This is an optimization exercise on Yosys and OpenROAD, whose aim is small area, not a production implementation. Function was checked by simulation only, so behaviour that the tests miss may differ from the original. Power and IR drop assume default switching activity.

## cedar
==> flow/design.v (excerpt) <==
module rvsteel_core #(
  parameter     [31:0]  BOOT_ADDRESS = 32'h00000000
  ) (
  input  wire           clock,
  input  wire           reset,
  input  wire           halt,
  output wire   [31:0]  rw_address,
  input  wire   [31:0]  read_data,
  output wire           read_request,
  input  wire           read_response,
  output wire   [31:0]  write_data,
  output wire   [3:0 ]  write_strobe,
  output wire           write_request,
  input  wire           write_response,
  input  wire           irq_external,
  output wire           irq_external_response,
  input  wire           irq_timer,
  output wire           irq_timer_response,
  input  wire           irq_software,
  output wire           irq_software_response,
  input  wire   [15:0]  irq_fast,
  output wire   [15:0]  irq_fast_response,
  input  wire   [63:0]  real_time_clock
  );
  localparam NOP_INSTRUCTION      = 32'h00000013;
  localparam OPCODE_OP            = 7'b0110011;
  localparam OPCODE_OP_IMM        = 7'b0010011;
  localparam OPCODE_LOAD          = 7'b0000011;
  localparam OPCODE_STORE         = 7'b0100011;
  localparam OPCODE_BRANCH        = 7'b1100011;
  localparam OPCODE_JAL           = 7'b1101111;
  localparam OPCODE_JALR          = 7'b1100111;
  localparam OPCODE_LUI           = 7'b0110111;
  localparam OPCODE_AUIPC         = 7'b0010111;
  localparam OPCODE_MISC_MEM      = 7'b0001111;
  localparam OPCODE_SYSTEM        = 7'b1110011;
  reg           reset_reg;
  wire          reset_internal;
  wire          clock_enable;
  reg           prev_load_request;
  reg           prev_read_request;
  reg           prev_write_request;
  reg   [31:0]  prev_rw_address;
  reg   [31:0]  prev_write_data;
  reg   [3:0 ]  prev_write_strobe;
  reg   [31:0]  prev_instruction;
  reg           state_reset;
  reg           state_trap_taken;
  reg           state_trap_return;
  wire          state_operating;
  wire          flush;
  reg   [31:1]  program_counter;
  always @(posedge clock)
    reset_reg <= reset;
  assign reset_internal = reset | reset_reg;
  assign clock_enable = !( halt                |
    (prev_read_request   & !read_response    ) |
  ...
export LEC_CHECK = 0
export CAP_MARGIN = 5
export CORE_MARGIN = 2
export CORE_UTILIZATION = 35
export PLACE_DENSITY = 0.4
export SETUP_SLACK_MARGIN = 0.1
export SLEW_MARGIN = 5
export SYNTH_HIERARCHICAL = 1
export SYNTH_MINIMUM_KEEP_SIZE = 0
create_clock -name core_clock -period 20.0 [get_ports {clock}]
standard.sh (not shown) runs the stock make flow with config.mk's settings and CLKGATE_MAP_FILE= SYNTH_SCRIPT=/design/flow/synth_recipe.tcl, a recipe that flattens the netlist after the stock synthesis.
==> flow/flow/run.sh <==
#!/bin/bash
# Standard layout, with two changes: clock tree synthesis with clkbuf_8 buffers
# and without dummy loads, and small buffers (buf_1) on the input and output ports.
set -e
export CTS_ARGS="-sink_clustering_enable -repair_clock_nets -dont_use_dummy_load -buf_list sky130_fd_sc_hd__clkbuf_8"
export BUFFER_PORTS_ARGS="-buffer_cell sky130_fd_sc_hd__buf_1"
bash standard.sh > standard.log 2>&1
Changes in onyx relative to cedar:
--- a/flow/design.v
+++ b/flow/design.v
@@ -143,35 +143,33 @@
   genvar isel, ibitr, igrp;
   generate
     for (isel = 1; isel < 32; isel = isel + 1) begin : read_select
       assign rs1_select[isel] = rs1_address == isel;
       assign rs2_select[isel] = rs2_address == isel;
     end
     for (ibitr = 0; ibitr < 32; ibitr = ibitr + 1) begin : read_bits
       wire [10:0] rs1_group_n;
       wire [10:0] rs2_group_n;
-      for (igrp = 0; igrp < 10; igrp = igrp + 1) begin : groups
+      for (igrp = 0; igrp < 11; igrp = igrp + 1) begin : groups
         wire data0 = integer_file[3*igrp+1][ibitr];
         wire data1 = integer_file[3*igrp+2][ibitr];
-        wire data2 = integer_file[3*igrp+3][ibitr];
+        wire data2 = (3*igrp+3 < 32) ? integer_file[(3*igrp+3) % 32 + (3*igrp+3) / 32][ibitr] : 1'b0;
         rvsteel_core_aoi222 rs1_group (
           .a0(data0), .s0(rs1_select[3*igrp+1]),
           .a1(data1), .s1(rs1_select[3*igrp+2]),
           .a2(data2), .s2(rs1_select[3*igrp+3]),
           .y(rs1_group_n[igrp]));
         rvsteel_core_aoi222 rs2_group (
           .a0(data0), .s0(rs2_select[3*igrp+1]),
           .a1(data1), .s1(rs2_select[3*igrp+2]),
           .a2(data2), .s2(rs2_select[3*igrp+3]),
           .y(rs2_group_n[igrp]));
       end
-      assign rs1_group_n[10] = ~(integer_file[31][ibitr] & rs1_select[31]);
-      assign rs2_group_n[10] = ~(integer_file[31][ibitr] & rs2_select[31]);
       always @* begin
         rs1_data[ibitr] = ~&rs1_group_n;
         rs2_data[ibitr] = ~&rs2_group_n;
       end
     end
   endgenerate
   wire  [31:0]  immediate_i_type = {{20{instruction[31]}}, instruction[31:20]};
   wire  [31:0]  immediate_s_type = {{20{instruction[31]}}, instruction[31:25], instruction[11:7]};
   wire  [31:0]  immediate_b_type = {{20{instruction[31]}}, instruction[7], instruction[30:25],
@@ -455,22 +453,22 @@
         .a0(csr_utime[32+icsr]),      .s0(sel_timeh),
         .a1(csr_minstret[icsr]),      .s1(sel_instret),
         .a2(csr_minstret[32+icsr]),   .s2(sel_instreth),
         .y(group_n[1]));
       rvsteel_core_aoi222 group2 (
         .a0(csr_mtvec_value[icsr]),   .s0(sel_mtvec),
         .a1(csr_mscratch[icsr]),      .s1(sel_mscratch),
         .a2(csr_mepc_value[icsr]),    .s2(sel_mepc),
         .y(group_n[2]));
-      rvsteel_core_aoi221 group3 (
+      rvsteel_core_aoi222 group3 (
         .a0(csr_mcause[icsr]),        .s0(sel_mcause),
         .a1(csr_mtval[icsr]),         .s1(sel_mtval),
-        .c(csr_small_out[icsr]),
+        .a2(csr_small_out[icsr]),     .s2(1'b1),
         .y(group_n[3]));
       always @*
         csr_data_out[icsr] = ~&group_n;
     end
   endgenerate
   wire  [31:0]  csr_data_mask = funct3[2] ? {27'b0, rs1_address} : rs1_data;
   reg   [31:0]  csr_write_data;
   always @* begin
     case (funct3[1:0])
@@ -648,19 +646,9 @@
   input  wire s0,
   input  wire a1,
   input  wire s1,
   input  wire a2,
   input  wire s2,
   output wire y
   );
   assign y = ~((a0 & s0) | (a1 & s1) | (a2 & s2));
 endmodule
-module rvsteel_core_aoi221 (
-  input  wire a0,
-  input  wire s0,
-  input  wire a1,
-  input  wire s1,
-  input  wire c,
-  output wire y
-  );
-  assign y = ~((a0 & s0) | (a1 & s1) | c);
-endmodule
- Relative to cedar, worst IR drop on VDD has gone up in onyx.
- Changes observed in onyx relative to cedar: final worst slack climbed 0.052 ns; first-iteration DRC count now smaller; wire length per cell after detailed routing decreased by 3.1 um relative to the old numbers; critical path depth higher; final period utilization down 0.26 points.
- Detailed route, onyx vs cedar: via total lower for onyx
- | initial core utilization | cedar vs onyx | ≈ equal |
- Between cedar and onyx, the difference in area fraction of clock buffers and clock inverters is negligible.
- Cell count went up slightly going from cedar to onyx.

-- re-timing with driven ports --
The results above use ideal ports. As a check the final layouts listed here were re-extracted and re-timed, cells and wires unchanged. Step 1 (the two cells are an assumption about what drives the block):
set clk [get_ports {clock}]
set_driving_cell -lib_cell sky130_fd_sc_hd__clkbuf_16 $clk
set_driving_cell -lib_cell sky130_fd_sc_hd__buf_2 [delete_from_list [all_inputs] $clk]
Step 2 also shifts input and output timing later by t, the mid clock arrival at the registers, as if the neighbouring blocks saw the same clock. Three values: ideal, step 1, step 2; two values: the first two.
| run | t (ns) | slack for setup (ns) | hold WS [ns] | latest minus earliest clock arrival (ns) |
|---|---|---|---|---|
| cedar | 1.117 | 0.389 / 0.283 / -0.198 | 0.494 / 0.494 / 0.494 | 0.107 / 0.108 |
| onyx | 1.109 | 0.441 / 0.255 / -0.428 | 0.540 / 0.540 / 0.540 | 0.146 / 0.146 |
Met with ideal ports but missed after step 2: setup timing in cedar and onyx. For onyx, which loses most, drivers alone change the setup slack by -0.186 ns; drivers and shift together by -0.869 ns.
